Background: an optimization exercise with open tools, aiming at small area and a short achievable clock period. Do not read the settings as production practice.
Only simulation tests tie the RTL to the original design; equivalence was not proved.
Power is estimated from default activity; no workload was simulated.

alpha:
// output_conversion
module output_conversion (
    input  wire        clk,
    input  wire        reset_n,
    input  wire signed [15:0] sample_L,
    input  wire               valid_L,
    input  wire signed [15:0] sample_R,
    input  wire               valid_R,
    input  wire [7:0]  volume,
    input  wire        mute,
    output wire signed [15:0] out_L,
    output wire signed [15:0] out_R,
    output reg               valid_out
);
    wire valid_up_L, valid_up_R;
    wire [15:0] up_L, up_R;
    wire [17:0] up3_L, up3_R;
    wire [15:0] nsum_L, nsum_R;
    wire [6:0] ngen_L, ngen_R, nprop_L, nprop_R;
    wire ncin_L, ncin_R;
    polyphase_upsampler up_left (
        .clk(clk), .reset_n(reset_n),
        .in_sample(sample_L), .valid_in(valid_L),
        .out_sample(up_L), .out_sample_x3(up3_L), .valid_out(valid_up_L)
    );
    vol_front vol_left (.up(up_L), .up3(up3_L), .volume(volume),
        .bsum(nsum_L), .bgen(ngen_L), .bprop(nprop_L), .cin(ncin_L));
    polyphase_upsampler up_right (
        .clk(clk), .reset_n(reset_n),
        .in_sample(sample_R), .valid_in(valid_R),
        .out_sample(up_R), .out_sample_x3(up3_R), .valid_out(valid_up_R)
    );
    vol_front vol_right (.up(up_R), .up3(up3_R), .volume(volume),
        .bsum(nsum_R), .bgen(ngen_R), .bprop(nprop_R), .cin(ncin_R));
    wire load = valid_up_L && valid_up_R;
    reg [15:0] bsum_L, bsum_R;
    reg [6:0] bgen_L, bgen_R, bprop_L, bprop_R;
    reg cin_L, cin_R;
    always @(posedge clk) begin
        if (!reset_n || (load && mute)) begin
            bsum_L <= 0; bgen_L <= 0; bprop_L <= 0; cin_L <= 0;
            bsum_R <= 0; bgen_R <= 0; bprop_R <= 0; cin_R <= 0;
        end else if (load) begin
            bsum_L <= nsum_L; bgen_L <= ngen_L; bprop_L <= nprop_L; cin_L <= ncin_L;
            bsum_R <= nsum_R; bgen_R <= ngen_R; bprop_R <= nprop_R; cin_R <= ncin_R;
        end
    end
    always @(posedge clk) begin
        if (!reset_n) valid_out <= 0;
        else valid_out <= load;
    end
    block_add add_L (.bsum(bsum_L), .bgen(bgen_L), .bprop(bprop_L), .cin(cin_L), .out(out_L));
  ...
Size in the first run: about 650 flip-flops, roughly 78 I/O pins, roughly 0.051 mm² of cells after synthesis.
Settings: LEC_CHECK=0, ABC_AREA=1, CAP_MARGIN=20, CORE_MARGIN=2, CORE_UTILIZATION=40, SETUP_SLACK_MARGIN=4.1, SLEW_MARGIN=20, SYNTH_HIERARCHICAL=1, SYNTH_MINIMUM_KEEP_SIZE=1000; clock period 8.0 ns.
run.sh (not shown) runs the stock make flow with config.mk's settings and CLKGATE_MAP_FILE= SYNTH_SCRIPT=/design/flow/synth_recipe.tcl, a recipe that flattens the netlist after the stock synthesis.
Both conditions hold for alpha: the flow ran to the end and the final layout passed the timing, design-rule and antenna checks.
#### Input delta (beta over alpha)
Settings: SYNTH_MINIMUM_KEEP_SIZE changed from 1000 to 300; ABC_AREA removed (was 1); CORE_UTILIZATION changed from 40 to 55.
Notes after the runs:
- Diff alpha -> beta | number of cells on the critical path | decrease of 5
- Delta (beta minus alpha): hold violation count in the final report closely matched the old numbers; non-filler instance count after layout now sits lower.
- Delta (beta minus alpha): number of well taps shrank by 396, minimum clock period grew by 0.13 ns, number of signal-net inverters in the final layout shrank by about 64%.
- beta gives more antenna diode instance count than alpha did.
- NOTE: wire length of the first global-routing pass in beta falls short of that of alpha
- Of beta and alpha, it is beta that has the lower post-synthesis cell count.
- Total power down about 3.2% in beta wrt alpha
- Compared with alpha, beta shows non-clock buffer count that has gone down by more than 10%.

* * *

Starting RTL as in the previous note.
==> flow/config.mk <==
export PLATFORM = sky130hd
export DESIGN_NAME = output_conversion
export DESIGN_NICKNAME = output_conversion
export VERILOG_FILES = /design/flow/design.v
export SDC_FILE = /design/flow/constraint.sdc
export NUM_CORES = 4
export LEC_CHECK = 0
export CAP_MARGIN = 20
export CORE_MARGIN = 2
export CORE_UTILIZATION = 40
export CTS_BUF_LIST = sky130_fd_sc_hd__clkbuf_8
export SETUP_SLACK_MARGIN = 4.1
export SLEW_MARGIN = 20
export SYNTH_HIERARCHICAL = 1
export SYNTH_MINIMUM_KEEP_SIZE = 300
==> flow/constraint.sdc <==
create_clock -name core_clock -period 8.0 [get_ports {clk}]
set_input_delay 1.6000 -clock core_clock [delete_from_list [all_inputs] [get_ports {clk}]]
set_output_delay 1.6000 -clock core_clock [all_outputs]
set_load 0.01 [all_outputs]
The first run ran to the end with no violations.
Rerun with:
--- a/flow/config.mk
+++ b/flow/config.mk
@@ -9,7 +9,6 @@
 export CORE_MARGIN = 2
 export CORE_UTILIZATION = 40
-export CTS_BUF_LIST = sky130_fd_sc_hd__clkbuf_8
 export SETUP_SLACK_MARGIN = 4.1
 export SLEW_MARGIN = 20
 export SYNTH_HIERARCHICAL = 1
-export SYNTH_MINIMUM_KEEP_SIZE = 300
+export SYNTH_MINIMUM_KEEP_SIZE = 1000
Effect: Worst hold slack is about the same. Routed wire length went down by 2.6%. Power went down by 1.4%. Critical path depth went up by 9. Clock-buffer cell count went down by 19. Design area went down by about 1%. Maximum frequency went up by about 2.7%. Worst setup slack improves by 0.11 ns. Area after synthesis went down by 2.1%.

## port drivers added, routing unchanged
The results above use ideal ports. As a check the final layouts listed here were re-extracted and re-timed, cells and wires unchanged.
Step 1: set_driving_cell puts a clkbuf_16 on clk and a buf_2 on each other input, an assumption about the parent block.
Step 2 also shifts input and output timing later by t, the mid clock arrival at the registers, as if the neighbouring blocks saw the same clock.
Slacks: no drivers / after step 1 / after step 2; pairs: no drivers / after step 1.
run	t (ns)	slack for setup (ns)	clock arrival spread, ns	worst slew at a driven data input, ns	cell pins on the clock port's net
alpha	0.748	4.115 / 4.070 / 3.403	0.048 / 0.048	0.09	1
beta	0.733	3.984 / 3.907 / 3.459	0.039 / 0.038	0.07	1
the first run of note 2	0.894	3.954 / 3.884 / 3.308	0.093 / 0.092	0.05	1
the second run of note 2	0.742	4.061 / 4.020 / 3.339	0.035 / 0.035	0.08	1
After both steps every run listed still meets setup and hold. The setup slack of the second run of note 2, which loses most, moves by -0.041 ns with the drivers and by -0.722 ns with both steps.
